Background: an optimization exercise with open tools, aiming at a short achievable clock period and few clock cycles. Do not read the settings as production practice. The RTL was checked by simulation tests, not by an equivalence proof against the original design.

== sierra ==
==> flow/design.v <==
module mips(input         clk, reset,
            output [31:0] pc,
            input  [31:0] instr,
            output        memwrite,
            output [31:0] memaddr,
            output [31:0] memwritedata,
            input  [31:0] memreaddata);
  reg [31:0] pc_f;
  reg [31:0] pc_o;                           
  reg        seq_f;                          
  reg        v_d;
  reg [31:0] ir_d, pcp4_d;
  reg        jpre_d, seq_d, unc_d, isj_d;
  reg [31:0] a_e, t_e, b_e, tgt_e;
  reg        fa_s_e, fa_t_e, fa_l_e, fa_r_e;
  reg        fb_s_e, fb_t_e, fb_l_e, fb_sn_e, fb_tn_e, fb_ln_e, fb_r_e;
  reg        cin_e;
  reg        ft_m_e, ft_r_e;                   
  reg        s_sum_e, s_and_e, s_or_e, s_slt_e;
  reg        we_e, mw_e, ld_e, cbeq_e;
  reg        el_e;                           
  reg        wdl_e;                          
  reg [4:0]  rd_e;
  reg [31:0] wd_m, maddr_m;
  reg [31:0] sum_m, lo_m;                     
  reg        slt_m;
  reg        s_sum_m, s_slt_m;               
  reg        we_m, mw_m, ld_m;
  reg        redir;                          
  reg [31:0] tgt_m;
  reg [4:0]  rd_m;
  reg [31:0] res_w;
  reg        we_w;
  reg [4:0]  rd_w;
  reg [31:0] rf [1:31];
  localparam NB = 4;
  reg [NB-1:0] bv;
  reg [29:0]   btag [0:NB-1];
  reg [31:0]   btgt [0:NB-1];
  reg [1:0]    bptr;
  assign pc = pc_o;
  wire [31:0] pcp4_f = pc_f + 32'd4;
  reg  [NB-1:0] bhit;
  reg  [31:0]   hit_tgt;
  integer k;
  always @(*) begin
    hit_tgt = 32'h0;
    for (k = 0; k < NB; k = k + 1) begin
      bhit[k] = bv[k] & (btag[k] == pc_f[31:2]);
      hit_tgt = hit_tgt | ({32{bhit[k]}} & btgt[k]);
    end
  end
  wire skip_f = |bhit;
  wire isj_f = (instr[31:26] == 6'b000010);
  wire unc_f = isj_f | ((instr[31:26] == 6'b000100) & (instr[25:21] == instr[20:16]));
  wire [31:0] jtgt_f = {pcp4_f[31:28], instr[25:0], 2'b00};
  wire [5:0] op = ir_d[31:26];
  wire [5:0] fn = ir_d[5:0];
  wire [4:0] rs = ir_d[25:21];
  wire [4:0] rt = ir_d[20:16];
  wire [4:0] rdf = ir_d[15:11];
  wire is_r    = (op == 6'b000000);
  wire is_lw   = (op == 6'b100011);
  wire is_sw   = (op == 6'b101011);
  wire is_beq  = (op == 6'b000100);
  wire is_addi = (op == 6'b001000) | (op == 6'b001001);
  wire is_ori  = (op == 6'b001101);
  wire is_lui  = (op == 6'b001111);
  wire f_add = is_r & (fn[5:1] == 5'b10000);
  wire inv   = is_r & ((fn[5:1] == 5'b10001) | (fn == 6'b101010));    
  wire f_sub = is_r & (fn[5:1] == 5'b10001);
  wire f_and = is_r & (fn == 6'b100100);
  wire f_or  = is_r & (fn == 6'b100101);
  wire f_slt = is_r & (fn == 6'b101010);
  wire cbeq = is_beq & (rs != rt);             
  wire use_rs = is_r | is_lw | is_sw | cbeq | is_addi | is_ori | is_lui;
  wire use_rt = is_r | is_sw | cbeq;
  wire use_imm = is_lw | is_sw | is_addi | is_ori | is_lui;
  wire [4:0] dst = is_r ? rdf : rt;
  wire writes = (is_r | is_lw | is_addi | is_ori | is_lui) & (dst != 5'd0);
  wire [31:0] sext = {{16{ir_d[15]}}, ir_d[15:0]};
  wire [31:0] imm_d = is_lui ? {ir_d[15:0], 16'h0} :
                      is_ori ? {16'h0, ir_d[15:0]} : sext;
  wire [31:0] btgt_d = pcp4_d + {sext[29:0], 2'b00};
  wire [31:0] jtgt_d = {pcp4_d[31:28], ir_d[25:0], 2'b00};
  wire [31:0] utgt_d = isj_d ? jtgt_d : btgt_d;
  wire [31:0] rf_rs = (rs == 5'd0) ? 32'h0 : (we_w & (rd_w == rs)) ? res_w : rf[rs];
  wire [31:0] rf_rt = (rt == 5'd0) ? 32'h0 : (we_w & (rd_w == rt)) ? res_w : rf[rt];
  wire [31:0] alu_m = lo_m | ({32{s_sum_m}} & sum_m) | {31'h0, s_slt_m & slt_m};
  wire rs_e = we_e & (rd_e == rs);
  wire rs_m = we_m & (rd_m == rs);
  wire rt_e = we_e & (rd_e == rt);
  wire rt_m = we_m & (rd_m == rt);
  wire [31:0] res_m = ld_m ? memreaddata : alu_m;
  wire [31:0] v_rs = rs_m ? res_m : rf_rs;
  wire [31:0] v_rt = rt_m ? res_m : rf_rt;
  wire wdl = is_sw & ld_e & rt_e;              
  wire memop_e = ld_e | mw_e;
  wire el = is_lw & (rs == 5'd0) & ~memop_e;   
  wire stall_h = v_d & ld_e & ((use_rs & rs_e) | (use_rt & ~is_sw & rt_e));
  wire [31:0] fa = ({32{fa_s_e}} & sum_m) | ({32{fa_l_e}} & lo_m) |
                   {31'h0, fa_t_e & slt_m} | ({32{fa_r_e}} & a_e);
  wire [31:0] fb = ({32{fb_s_e}} & sum_m) | ({32{fb_sn_e}} & ~sum_m) |
                   ({32{fb_l_e}} & lo_m) | ({32{fb_ln_e}} & ~lo_m) |
                   {31'h0, fb_t_e & slt_m} | {{31{fb_tn_e}}, fb_tn_e & ~slt_m} |
                   ({32{fb_r_e}} & b_e);
  wire [31:0] ft = ({32{ft_m_e}} & alu_m) | ({32{ft_r_e}} & t_e);
  wire [31:0] sum;
  ksadd add_u (.a(fa), .b(fb), .cin(cin_e), .y(sum));
  wire [31:0] lo   = ({32{el_e}} & memreaddata) | ({32{s_and_e}} & (fa & fb)) |
                     ({32{s_or_e}} & (fa | fb));
  wire taken_e = cbeq_e & (fa == ft);
  wire id_redirect = v_d & unc_d & ~jpre_d;    
  wire btb_wr = v_d & unc_d & seq_d;           
  wire stall = stall_h & ~redir;
  wire flush_d = redir | id_redirect;          
  wire bubble_e = redir | stall_h | ~v_d;      
  wire [31:0] npc = redir       ? tgt_m :
                    stall       ? pc_f :
                    id_redirect ? utgt_d :
                    isj_f       ? jtgt_f :
                    skip_f      ? hit_tgt : pcp4_f;
  wire nseq = ~redir & ~id_redirect & ~isj_f & ~skip_f;
  assign memaddr = maddr_m;
  assign memwritedata = wd_m;
  assign memwrite = mw_m;
  always @(posedge clk or posedge reset)
    if (reset) begin
      pc_f <= 32'h0;
      seq_f <= 1'b0;
      v_d <= 1'b0;
      bv <= {NB{1'b0}};
      bptr <= 2'd0;
      we_e <= 1'b0; mw_e <= 1'b0; ld_e <= 1'b0; cbeq_e <= 1'b0; el_e <= 1'b0;
      we_m <= 1'b0; redir <= 1'b0;
      we_w <= 1'b0;
    end else begin
      pc_f <= npc;
      if (!stall) seq_f <= nseq;
      if (btb_wr) begin
        bv[bptr] <= 1'b1;
        bptr <= bptr + 2'd1;
      end
      if (flush_d)    v_d <= 1'b0;
      else if (!stall) v_d <= 1'b1;
      we_e   <= ~bubble_e & writes;
      mw_e   <= ~bubble_e & is_sw;
      ld_e   <= ~bubble_e & is_lw & ~el;
      el_e   <= ~bubble_e & el;
      cbeq_e <= ~bubble_e & cbeq;
      we_m <= we_e & ~redir;
      redir <= taken_e & ~redir;
      we_w <= we_m;
    end
  always @(posedge clk) begin
    if (reset) begin
      pc_o <= 32'h0;
      mw_m <= 1'b0;
    end else begin
      pc_o <= npc;
      mw_m <= mw_e & ~redir;
    end
    if (!stall_h) begin
      ir_d   <= instr;
      pcp4_d <= pcp4_f;
      jpre_d <= isj_f;
      seq_d  <= seq_f;
      unc_d  <= unc_f;
      isj_d  <= isj_f;
    end
    if (btb_wr) begin
      btag[bptr] <= pcp4_d[31:2] - 30'd2;
      btgt[bptr] <= utgt_d;
    end
    a_e   <= v_rs;
    t_e   <= v_rt;
    b_e   <= use_imm ? imm_d : inv ? ~v_rt : v_rt;
    tgt_e <= btgt_d;
    wdl_e <= wdl;
    rd_e  <= dst;
    fa_s_e <= rs_e & s_sum_e;
    fa_t_e <= rs_e & s_slt_e;
    fa_l_e <= rs_e & (s_and_e | s_or_e | el_e);
    fa_r_e <= ~rs_e;
    fb_s_e  <= ~use_imm & rt_e & s_sum_e & ~inv;
    fb_t_e  <= ~use_imm & rt_e & s_slt_e & ~inv;
    fb_l_e  <= ~use_imm & rt_e & (s_and_e | s_or_e | el_e) & ~inv;
    fb_sn_e <= ~use_imm & rt_e & s_sum_e & inv;
    fb_tn_e <= ~use_imm & rt_e & s_slt_e & inv;
    fb_ln_e <= ~use_imm & rt_e & (s_and_e | s_or_e | el_e) & inv;
    fb_r_e <= use_imm | ~rt_e;
    cin_e  <= inv;
    ft_m_e <= rt_e;
    ft_r_e <= ~rt_e;
    s_sum_e <= f_add | f_sub | (is_lw & ~el) | is_sw | is_addi | is_lui;
    s_and_e <= f_and;
    s_or_e  <= f_or | is_ori;
    s_slt_e <= f_slt;
    sum_m <= sum;
    lo_m <= lo;
    slt_m <= sum[31];
    s_sum_m <= s_sum_e;
    s_slt_m <= s_slt_e;
    tgt_m <= tgt_e;
    maddr_m <= (~bubble_e & el) ? sext : sum;
    wd_m  <= wdl_e ? memreaddata : ft;
    ld_m  <= ld_e;
    rd_m  <= rd_e;
    res_w <= res_m;
    rd_w  <= rd_m;
    if (we_w) rf[rd_w] <= res_w;
  end
endmodule
module ksadd(input  [31:0] a, b,
             input         cin,
             output [31:0] y);
  wire [31:0] p0 = a ^ b;
  wire [31:0] g0 = (a & b) | {31'h0, p0[0] & cin};
  wire [31:0] g1, p1, g2, p2, g3, p3, g4, p4, g5;
  assign g1 = g0 | (p0 & {g0[30:0], 1'b0});
  assign p1 = p0 & {p0[30:0], 1'b0};
  assign g2 = g1 | (p1 & {g1[29:0], 2'b0});
  assign p2 = p1 & {p1[29:0], 2'b0};
  assign g3 = g2 | (p2 & {g2[27:0], 4'b0});
  assign p3 = p2 & {p2[27:0], 4'b0};
  assign g4 = g3 | (p3 & {g3[23:0], 8'b0});
  assign p4 = p3 & {p3[23:0], 8'b0};
  assign g5 = g4 | (p4 & {g4[15:0], 16'b0});
  assign y = p0 ^ {g5[30:0], cin};
endmodule
Settings: LEC_CHECK=0, ABC_CLOCK_PERIOD_IN_PS=1000, CAP_MARGIN=20, CORE_MARGIN=2, CORE_UTILIZATION=50, SLEW_MARGIN=20; clock period 10.5 ns.
standard.sh (not shown) runs the stock make flow with config.mk's settings and CLKGATE_MAP_FILE= SYNTH_SCRIPT=/design/flow/synth_recipe.tcl, a recipe that flattens the netlist after the stock synthesis.
==> flow/flow/run.sh <==
#!/bin/bash
set -eo pipefail
TARGET_NS=${TARGET_NS:-3.0}
export SETUP_SLACK_MARGIN=$(python3 -c "print(round($FLOW_PERIOD_NS - $TARGET_NS, 3))")
echo "SETUP_SLACK_MARGIN=$SETUP_SLACK_MARGIN" > run_settings.log
cp standard.sh standard_sh.txt
bash standard.sh > standard.log 2>&1
Testbench counts of sierra, summed over its fixed seeds: cycles 28,873.
Relative to sierra, the following input files were edited for cedar:
--- a/flow/design.v
+++ b/flow/design.v
@@ -10,12 +10,12 @@
   reg        seq_f;                          
   reg        v_d;
   reg [31:0] ir_d, pcp4_d;
   reg        jpre_d, seq_d, unc_d, isj_d;
   reg [31:0] a_e, t_e, b_e, tgt_e;
-  reg        fa_s_e, fa_t_e, fa_l_e, fa_r_e;
-  reg        fb_s_e, fb_t_e, fb_l_e, fb_sn_e, fb_tn_e, fb_ln_e, fb_r_e;
+  reg        fa_s_e, fa_t_e;
+  reg        fb_s_e, fb_t_e, fb_sn_e, fb_tn_e;
   reg        cin_e;
   reg        ft_m_e, ft_r_e;                   
   reg        s_sum_e, s_and_e, s_or_e, s_slt_e;
   reg        we_e, mw_e, ld_e, cbeq_e;
   reg        el_e;                           
@@ -94,24 +94,28 @@
   wire [31:0] res_m = ld_m ? memreaddata : alu_m;
   wire [31:0] v_rs = rs_m ? res_m : rf_rs;
   wire [31:0] v_rt = rt_m ? res_m : rf_rt;
   wire wdl = is_sw & ld_e & rt_e;              
   wire memop_e = ld_e | mw_e;
-  wire el = is_lw & (rs == 5'd0) & ~memop_e;   
+  wire el = 1'b0;                              
   wire stall_h = v_d & ld_e & ((use_rs & rs_e) | (use_rt & ~is_sw & rt_e));
-  wire [31:0] fa = ({32{fa_s_e}} & sum_m) | ({32{fa_l_e}} & lo_m) |
-                   {31'h0, fa_t_e & slt_m} | ({32{fa_r_e}} & a_e);
-  wire [31:0] fb = ({32{fb_s_e}} & sum_m) | ({32{fb_sn_e}} & ~sum_m) |
-                   ({32{fb_l_e}} & lo_m) | ({32{fb_ln_e}} & ~lo_m) |
-                   {31'h0, fb_t_e & slt_m} | {{31{fb_tn_e}}, fb_tn_e & ~slt_m} |
-                   ({32{fb_r_e}} & b_e);
+  wire [31:0] fa = (fa_s_e ? sum_m : a_e) | {31'h0, fa_t_e & slt_m};
+  wire [31:0] fb = (fb_s_e ? sum_m : fb_sn_e ? ~sum_m : b_e) |
+                   {31'h0, (fb_t_e & slt_m) | (fb_tn_e & ~slt_m)};
   wire [31:0] ft = ({32{ft_m_e}} & alu_m) | ({32{ft_r_e}} & t_e);
   wire [31:0] sum;
   ksadd add_u (.a(fa), .b(fb), .cin(cin_e), .y(sum));
   wire [31:0] lo   = ({32{el_e}} & memreaddata) | ({32{s_and_e}} & (fa & fb)) |
                      ({32{s_or_e}} & (fa | fb));
   wire taken_e = cbeq_e & (fa == ft);
+  wire lop_e = s_and_e | s_or_e | el_e;
+  wire fwl_a = rs_e & lop_e;
+  wire fwt_a = rs_e & s_slt_e;
+  wire fbn   = ~use_imm & rt_e;
+  wire fws_b = fbn & s_sum_e;
+  wire fwl_b = fbn & lop_e;
+  wire fwt_b = fbn & s_slt_e;
   wire id_redirect = v_d & unc_d & ~jpre_d;    
   wire btb_wr = v_d & unc_d & seq_d;           
   wire stall = stall_h & ~redir;
   wire flush_d = redir | id_redirect;          
   wire bubble_e = redir | stall_h | ~v_d;      
@@ -170,27 +174,25 @@
     end
     if (btb_wr) begin
       btag[bptr] <= pcp4_d[31:2] - 30'd2;
       btgt[bptr] <= utgt_d;
     end
-    a_e   <= v_rs;
+    a_e   <= fwl_a ? lo : fwt_a ? 32'h0 : v_rs;
     t_e   <= v_rt;
-    b_e   <= use_imm ? imm_d : inv ? ~v_rt : v_rt;
+    b_e   <= use_imm ? imm_d :
+             fwl_b ? (inv ? ~lo : lo) :
+             fwt_b ? (inv ? 32'hfffffffe : 32'h0) :
+             (inv ? ~v_rt : v_rt);
     tgt_e <= btgt_d;
     wdl_e <= wdl;
     rd_e  <= dst;
     fa_s_e <= rs_e & s_sum_e;
-    fa_t_e <= rs_e & s_slt_e;
-    fa_l_e <= rs_e & (s_and_e | s_or_e | el_e);
-    fa_r_e <= ~rs_e;
-    fb_s_e  <= ~use_imm & rt_e & s_sum_e & ~inv;
-    fb_t_e  <= ~use_imm & rt_e & s_slt_e & ~inv;
-    fb_l_e  <= ~use_imm & rt_e & (s_and_e | s_or_e | el_e) & ~inv;
-    fb_sn_e <= ~use_imm & rt_e & s_sum_e & inv;
-    fb_tn_e <= ~use_imm & rt_e & s_slt_e & inv;
-    fb_ln_e <= ~use_imm & rt_e & (s_and_e | s_or_e | el_e) & inv;
-    fb_r_e <= use_imm | ~rt_e;
+    fa_t_e <= fwt_a;
+    fb_s_e  <= fws_b & ~inv;
+    fb_sn_e <= fws_b & inv;
+    fb_t_e  <= fwt_b & ~inv;
+    fb_tn_e <= fwt_b & inv;
     cin_e  <= inv;
     ft_m_e <= rt_e;
     ft_r_e <= ~rt_e;
     s_sum_e <= f_add | f_sub | (is_lw & ~el) | is_sw | is_addi | is_lui;
     s_and_e <= f_and;
@@ -200,11 +202,11 @@
     lo_m <= lo;
     slt_m <= sum[31];
     s_sum_m <= s_sum_e;
     s_slt_m <= s_slt_e;
     tgt_m <= tgt_e;
-    maddr_m <= (~bubble_e & el) ? sext : sum;
+    maddr_m <= sum;
     wd_m  <= wdl_e ? memreaddata : ft;
     ld_m  <= ld_e;
     rd_m  <= rd_e;
     res_w <= res_m;
     rd_w  <= rd_m;
In terms of multi-input gate share of the layout cell area, cedar and sierra differ only marginally.
Of cedar and sierra, the higher overall via count from detail_route belongs to sierra.
Looking only at wire length of the first global-routing pass, and setting everything else aside, the higher value of cedar and sierra goes to sierra.
Number of stages on the worst setup path in cedar is 4 below sierra.
Lower pre-CTS setup slack among cedar and sierra: cedar
Relative to sierra, the number of placed instances with taps included measured on cedar has decreased slightly.
Testbench counts of cedar, summed over its fixed seeds: cycles 29,072.

[static timing again, ports no longer ideal]
No port has a modelled driver above. Below, the same layouts with a new extraction and two added sets of constraints.
Step 1 (the two cells are an assumption about what drives the block):
set clk [get_ports {clk}]
set_driving_cell -lib_cell sky130_fd_sc_hd__clkbuf_16 $clk
set_driving_cell -lib_cell sky130_fd_sc_hd__buf_2 [delete_from_list [all_inputs] $clk]
Step 2 moves the port delays by t, midway between the first and last clock arrival at a register: inputs arrive t later, outputs are due t later. That takes back most of the time a late clock gives input paths.
Three values: no drivers, after step 1, after step 2; two values: the first two.
run | shift t [ns] | slack for setup (ns) | latest minus earliest clock arrival (ns) | slew at the worst register clock pin (ns)
sierra | 0.928 | 6.768 / 6.768 / 6.047 | 0.033 / 0.033 | 0.07 / 0.07
cedar | 0.903 | 6.812 / 6.860 / 5.957 | 0.025 / 0.025 | 0.07 / 0.07
After both steps setup and hold are still met in every run listed. For cedar, which loses most, drivers alone change the setup slack by +0.048 ns; drivers and shift together by -0.855 ns.
